What follows belongs to an exercise in optimizing a design on an open flow for small area, a short achievable clock period and few clock cycles per item; a production flow would make more cautious choices.
The RTL was checked by simulation tests, not by an equivalence proof against the original design.
The flow treats the clock pin as an ideal source. Dropping or thinning the clock tree relies on that and would not hold on a real chip.

// matrixMultiplier
module matrixMultiplier(input st, rst, clk, input [7:0] data_in, output done, output [7:0] dataout);
Size: ~620 cells after synthesis.
Settings: LEC_CHECK=0, ABC_CLOCK_PERIOD_IN_PS=3000, CAP_MARGIN=20, CORE_MARGIN=2, CORE_UTILIZATION=40, SLEW_MARGIN=20; clock period 10.0 ns.
standard.sh (not shown) runs the stock make flow with config.mk's settings and CLKGATE_MAP_FILE= SYNTH_SCRIPT=/design/flow/synth_recipe.tcl, a recipe that flattens the netlist after the stock synthesis.
==> flow/flow/run.sh <==
#!/bin/bash
# Own layout flow: the standard ORFS flow (standard.sh, unchanged synthesis),
# with the port buffers made of sky130_fd_sc_hd__buf_2 instead of the default
# delay-cell buffers, a larger setup-repair margin, clock-tree options of our
# own, and a hook after clock-tree synthesis (flow/cts_post.tcl) that drives the
# leaf clock buffers straight from the root clock buffer.  Every make step
# writes its own log under orfs/logs/; make's own output goes to standard.log.
set -euo pipefail
export BUFFER_PORTS_ARGS="-buffer_cell sky130_fd_sc_hd__buf_2"
export SETUP_SLACK_MARGIN=7.1
export CTS_ARGS="-sink_clustering_enable -repair_clock_nets -sink_clustering_size 30 -sink_clustering_max_diameter 100 -buf_list sky130_fd_sc_hd__clkbuf_16 -dont_use_dummy_load"
export POST_CTS_TCL="$PWD/flow/cts_post.tcl"
bash standard.sh > standard.log 2>&1
==> flow/flow/cts_post.tcl <==
# POST_CTS_TCL hook: drive the leaf clock buffers straight from the root
# clock buffer.  TritonCTS puts one H-tree level of branch buffers between the
# root buffer and the leaf buffers; removing that level makes the clock reach
# every register earlier by the same amount.  Timing is then repaired again
# and the placement legalised, as cts.tcl does after clock_tree_synthesis.
set block [ord::get_db_block]
set clkport [$block findBTerm clk]
set clknet [$clkport getNet]
# the root buffer: the clock port's only load
set root ""
foreach it [$clknet getITerms] { if {[$it isInputSignal]} { set root [$it getInst] } }
set rootnet [[$root findITerm X] getNet]
set removed 0
foreach it [$rootnet getITerms] {
  set inst [$it getInst]
  if {$inst == $root} continue
  if {![string match "*clkbuf*" [[$inst getMaster] getName]]} continue
  set onet [[$inst findITerm X] getNet]
  # bypass it only if it drives nothing but other clock buffers
  set ok 1
  foreach l [$onet getITerms] {
    if {[$l getInst] == $inst} continue
    if {![string match "*clkbuf*" [[[$l getInst] getMaster] getName]]} { set ok 0 }
  }
  if {!$ok} continue
  foreach l [$onet getITerms] {
    if {[$l getInst] == $inst} continue
    $l disconnect
    $l connect $rootnet
  }
  puts "bypassed clock buffer [$inst getName]"
  odb::dbInst_destroy $inst
  odb::dbNet_destroy $onet
  incr removed
}
puts "removed $removed branch clock buffers"
estimate_parasitics -placement
report_clock_skew
repair_timing_helper
detailed_placement
check_placement -verbose
Testbench counts at the start, summed over its fixed seeds: cycles 7,680, items 160.
Edit:
--- a/flow/config.mk
+++ b/flow/config.mk
@@ -10,3 +10,3 @@
 export CORE_MARGIN = 2
-export CORE_UTILIZATION = 40
+export CORE_UTILIZATION = 65
 export SLEW_MARGIN = 20
The changed run ran to the end with no violations.
Utilization climbs by 27 points.
Clock skew stays flat.
Synthesized area is unchanged.
Clock-buffer cell count stays the same.
Worst setup slack improves by 0.0041 ns.
Routed wire length drops by 8.8%.
Hold slack degrades by 0.024 ns.
Final cell count drops by about 13%.

Setup of fjord:
matrixMultiplier, a different RTL version from the one above (not shown whole).
Size: ~820 cells after synthesis, about 210 flip-flops, roughly 9000 um^2 of cells after synthesis.
make LEC_CHECK=0 ABC_CLOCK_PERIOD_IN_PS=3000 CAP_MARGIN=20 CORE_MARGIN=2 CORE_UTILIZATION=40 SETUP_SLACK_MARGIN=5 SLEW_MARGIN=20 finish   # period 10.0 ns
run.sh (not shown) runs the stock make flow with config.mk's settings and CLKGATE_MAP_FILE= SYNTH_SCRIPT=/design/flow/synth_recipe.tcl, a recipe that flattens the netlist after the stock synthesis.
Stock flow here: none of the scripts above is used.
fjord reached the end of the flow, and the finished layout is clean on the timing, design-rule and antenna checks.
Testbench counts of fjord, summed over its fixed seeds: cycles 7,680, items 160.
Here is what was changed in the inputs of yarrow compared with fjord.
- clearing SETUP_SLACK_MARGIN, which used to be 5
- clearing ABC_CLOCK_PERIOD_IN_PS, which used to be 3000
Notes after the runs:
- yarrow vs. fjord: sequential share of layout area shows an increase of 4.3 points; area of the core held steady.
- The lower first-pass GRT wire length came out of yarrow.
- Of the two values seen for critical path's slowest cell, sky130_fd_sc_hd__dfxtp_1 was produced by yarrow and sky130_fd_sc_hd__fa_1 by fjord.
- Compared with fjord, in yarrow area after detailed placement went down by about 2%.
- t[2] as the startpoint of the most critical setup path was reported by yarrow, and t[0] by fjord.

matrixMultiplier, a different RTL version from the one above (not shown whole).
Size: ~580 cells after synthesis, about 240 flip-flops, about 20 I/O pins, ~7900 um^2 of cells after synthesis.
clock: 10.0 ns
lec_check: 0
abc_clock_period_in_ps: 3000
cap_margin: 20
core_margin: 2
core_utilization: 65
slew_margin: 20
synth_hierarchical: 1
synth_minimum_keep_size: 0
standard.sh (not shown) runs the stock make flow with config.mk's settings and CLKGATE_MAP_FILE= SYNTH_SCRIPT=/design/flow/synth_recipe.tcl, a recipe that flattens the netlist after the stock synthesis.
==> flow/flow/run.sh <==
#!/bin/bash
# Own layout flow: the standard ORFS flow (standard.sh, unchanged synthesis),
# with the port buffers made of sky130_fd_sc_hd__buf_2 instead of the default
# delay-cell buffers, a larger setup-repair margin, and a clock tree of our own:
# a hook after clock-tree synthesis (flow/cts_tree.tcl) rebuilds it as two
# levels of clkbuf_16 (N1 buffers driven by the clock port, N2 leaf buffers
# under each).  Every make step writes its own log under orfs/logs/; make's
# own output goes to standard.log.
set -euo pipefail
export BUFFER_PORTS_ARGS="-buffer_cell sky130_fd_sc_hd__buf_2"
export SETUP_SLACK_MARGIN=7.2
export CTS_ARGS="-sink_clustering_enable -repair_clock_nets -sink_clustering_size 30 -sink_clustering_max_diameter 100 -buf_list sky130_fd_sc_hd__clkbuf_16 -dont_use_dummy_load"
export CLK_TREE_N1=3
export CLK_TREE_N2=3
export POST_CTS_TCL="$PWD/flow/cts_tree.tcl"
bash standard.sh > standard.log 2>&1
==> flow/flow/cts_tree.tcl <==
# POST_CTS_TCL hook: replace the clock tree that TritonCTS built by a two-level
# tree of our own.  The clock port drives N1 buffers (clkbuf_8) placed at the centres of
# N1 register clusters (k-means on the placed registers); each drives N2 leaf
# buffers at the centres of sub-clusters, which drive the registers.  Every
# register gets the clock through two buffers of the same kind.  Then, as
# cts.tcl does after clock_tree_synthesis, the placement is legalised and
# timing repaired.
proc kmeans {pts nb} {
  # pts: list of {x y payload}; returns list of cluster index per point and centres
  set np [llength $pts]
  set cx 0; set cy 0
  foreach p $pts { set cx [expr {$cx+[lindex $p 0]}]; set cy [expr {$cy+[lindex $p 1]}] }
  set cx [expr {double($cx)/$np}]; set cy [expr {double($cy)/$np}]
  set cent {}
  # init: spread points by angle, pick nb points evenly
  set sorted [lsort -real -index 3 [lmap p $pts {list {*}[lrange $p 0 2] [expr {atan2([lindex $p 1]-$cy,[lindex $p 0]-$cx)}]}]]
  for {set k 0} {$k < $nb} {incr k} {
    set p [lindex $sorted [expr {int(($k+0.5)*$np/$nb)}]]
    lappend cent [list [expr {($cx+[lindex $p 0])/2.0}] [expr {($cy+[lindex $p 1])/2.0}]]
  }
  for {set iter 0} {$iter < 40} {incr iter} {
    set sx [lrepeat $nb 0.0]; set sy [lrepeat $nb 0.0]; set sn [lrepeat $nb 0]
    set asg {}
    foreach p $pts {
      set best 0; set bd 1e30
      for {set k 0} {$k < $nb} {incr k} {
        set c [lindex $cent $k]
        set d [expr {abs([lindex $p 0]-[lindex $c 0])+abs([lindex $p 1]-[lindex $c 1])}]
        if {$d < $bd} { set bd $d; set best $k }
      }
      lappend asg $best
      lset sx $best [expr {[lindex $sx $best]+[lindex $p 0]}]
      lset sy $best [expr {[lindex $sy $best]+[lindex $p 1]}]
      lset sn $best [expr {[lindex $sn $best]+1}]
    }
    for {set k 0} {$k < $nb} {incr k} {
      if {[lindex $sn $k] > 0} { lset cent $k [list [expr {[lindex $sx $k]/[lindex $sn $k]}] [expr {[lindex $sy $k]/[lindex $sn $k]}]] }
    }
  }
  return [list $asg $cent]
}
proc mkbuf {block master name innet x y} {
  set inst [odb::dbInst_create $block $master $name]
  set net [odb::dbNet_create $block "${name}_net"]
  $net setSigType CLOCK
  [$inst findITerm A] connect $innet
  [$inst findITerm X] connect $net
  $inst setLocation [expr {int($x)}] [expr {int($y)}]
  $inst setPlacementStatus PLACED
  return $net
}
proc build_tree2 {n1 n2 bufmaster l1master} {
  set block [ord::get_db_block]
  set master [[ord::get_db] findMaster $bufmaster]
  set l1 [[ord::get_db] findMaster $l1master]
  set clknet [[$block findBTerm clk] getNet]
  set sinks {}; set todo [list $clknet]; set dead {}
  while {[llength $todo]} {
    set n [lindex $todo 0]; set todo [lrange $todo 1 end]
    foreach it [$n getITerms] {
      set inst [$it getInst]; set mn [[$inst getMaster] getName]
      if {[$it isOutputSignal]} continue
      if {[string match "*clkbuf*" $mn] || [string match "*clkinv*" $mn]} {
        lappend todo [[$inst findITerm X] getNet]; lappend dead $inst
      } else { lappend sinks $it }
    }
  }
  foreach inst $dead {
    set on [[$inst findITerm X] getNet]
    foreach it [$on getITerms] { if {[$it getInst] != $inst} { $it disconnect } }
    odb::dbInst_destroy $inst
    if {$on != $clknet} { odb::dbNet_destroy $on }
  }
  set pts {}
  foreach it $sinks {
    set b [[$it getInst] getBBox]
    lappend pts [list [expr {([$b xMin]+[$b xMax])/2}] [expr {([$b yMin]+[$b yMax])/2}] $it]
  }
  lassign [kmeans $pts $n1] asg1 cent1
  set nleaf 0
  for {set a 0} {$a < $n1} {incr a} {
    set sub {}
    foreach p $pts k $asg1 { if {$k == $a} { lappend sub $p } }
    if {![llength $sub]} continue
    set c [lindex $cent1 $a]
    set l1net [mkbuf $block $l1 "clkbuf_l1_$a" $clknet [lindex $c 0] [lindex $c 1]]
    set m [expr {min($n2, [llength $sub])}]
    lassign [kmeans $sub $m] asg2 cent2
    for {set b 0} {$b < $m} {incr b} {
      set c2 [lindex $cent2 $b]
      set lnet [mkbuf $block $master "clkbuf_l2_${a}_$b" $l1net [lindex $c2 0] [lindex $c2 1]]
      incr nleaf
      foreach p $sub k $asg2 { if {$k == $b} { set it [lindex $p 2]; $it disconnect; $it connect $lnet } }
    }
  }
  puts "my clock tree: $n1 level-1 buffers, $nleaf leaf buffers, [llength $sinks] sinks, removed [llength $dead] buffers"
}
build_tree2 $::env(CLK_TREE_N1) $::env(CLK_TREE_N2) sky130_fd_sc_hd__clkbuf_16 sky130_fd_sc_hd__clkbuf_8
detailed_placement
estimate_parasitics -placement
report_clock_skew
repair_timing_helper
detailed_placement
check_placement -verbose
The starting point completed with no timing, DRC or antenna violations.
Testbench counts at the start, summed over its fixed seeds: cycles 7,680, items 160.
Edit:
--- a/flow/flow/run.sh
+++ b/flow/flow/run.sh
@@ -11 +11 @@
-export SETUP_SLACK_MARGIN=7.2
+export SETUP_SLACK_MARGIN=7.15
--- a/flow/flow/cts_tree.tcl
+++ b/flow/flow/cts_tree.tcl
@@ -2 +2 @@
-# tree of our own.  The clock port drives N1 buffers (clkbuf_8) placed at the centres of
+# tree of our own.  The clock port drives N1 buffers placed at the centres of
@@ -52 +52 @@
-proc build_tree2 {n1 n2 bufmaster l1master} {
+proc build_tree2 {n1 n2 bufmaster} {
@@ -55 +54,0 @@
-  set l1 [[ord::get_db] findMaster $l1master]
@@ -86 +85 @@
-    set l1net [mkbuf $block $l1 "clkbuf_l1_$a" $clknet [lindex $c 0] [lindex $c 1]]
+    set l1net [mkbuf $block $master "clkbuf_l1_$a" $clknet [lindex $c 0] [lindex $c 1]]
@@ -98 +97 @@
-build_tree2 $::env(CLK_TREE_N1) $::env(CLK_TREE_N2) sky130_fd_sc_hd__clkbuf_16 sky130_fd_sc_hd__clkbuf_8
+build_tree2 $::env(CLK_TREE_N1) $::env(CLK_TREE_N2) sky130_fd_sc_hd__clkbuf_16
- CORE_UTILIZATION: 65 -> 75
The new run finished clean.
Final area hardly moves.
Core utilization climbs by 12 points.
Wire length climbs by 9.9%.
Cell count drops by 1.5%.
Maximum frequency drops by 0.35%.
Die area drops by 13%.
Global-route usage climbs by 5.6 points.
Worst setup slack is worse by 9.8 ps.
Sequential cell count does not change.
Via count climbs by 2.7%.
Synthesized cell count is unchanged.
Edit:
--- a/flow/flow/run.sh
+++ b/flow/flow/run.sh
@@ -11 +11 @@
-export SETUP_SLACK_MARGIN=7.15
+export SETUP_SLACK_MARGIN=7.2
- CORE_UTILIZATION: 75 -> 65
Design area climbs slightly.
Flip-flop and latch count is unchanged.
Worst hold slack loses 4.3 ps.
Worst setup slack improved by 26 ps.
Core utilization falls by 11 points.
Wire length falls by a little under a tenth.
Sequential share of layout area falls by 0.23 points.
Edit:
--- a/flow/flow/run.sh
+++ b/flow/flow/run.sh
@@ -14 +14 @@
-export CLK_TREE_N2=3
+export CLK_TREE_N2=4
Result:
- via count stays the same
- sequential share of layout area falls by 0.43 points
- wire length barely changes
- hold slack gains 11 ps
- fmax stays flat
In every run of this note, the design's own scripts or RTL, not TritonCTS, make the clock network.

==> port drivers added, routing unchanged <==
Ports are ideal in the flow. The routed layouts listed here were re-timed in OpenROAD.
Step 1 assumes that a clkbuf_16 drives the clock port and a buf_2 every other input.
Step 2 times the ports against the registers' clock, not the clock port: input delays grow and output delays shrink by t, the midpoint of the rising clock arrivals with the driver on.
a / b / c = no drivers / after step 1 / after step 2; a / b = the first two.
run | t, ns | setup slack, ns | worst slew at a driven data input, ns
the first run of note 1 | 0.405 | 7.090 / 7.051 / 7.240 | 0.03
the second run of note 1 | 0.402 | 7.094 / 7.055 / 7.217 | 0.03
fjord | 0.542 | 4.027 / 4.027 / 4.027 | 0.03
yarrow | 0.553 | 2.323 / 2.323 / 2.323 | 0.03
the first run of note 3 | 0.382 | 7.203 / 7.142 / 7.265 | 0.04
the second run of note 3 | 0.367 | 7.194 / 7.123 / 7.204 | 0.03
the third run of note 3 | 0.372 | 7.220 / 7.149 / 7.270 | 0.04
the fourth run of note 3 | 0.365 | 7.216 / 7.146 / 7.216 | 0.03
After both steps setup and hold are still met in every run listed.
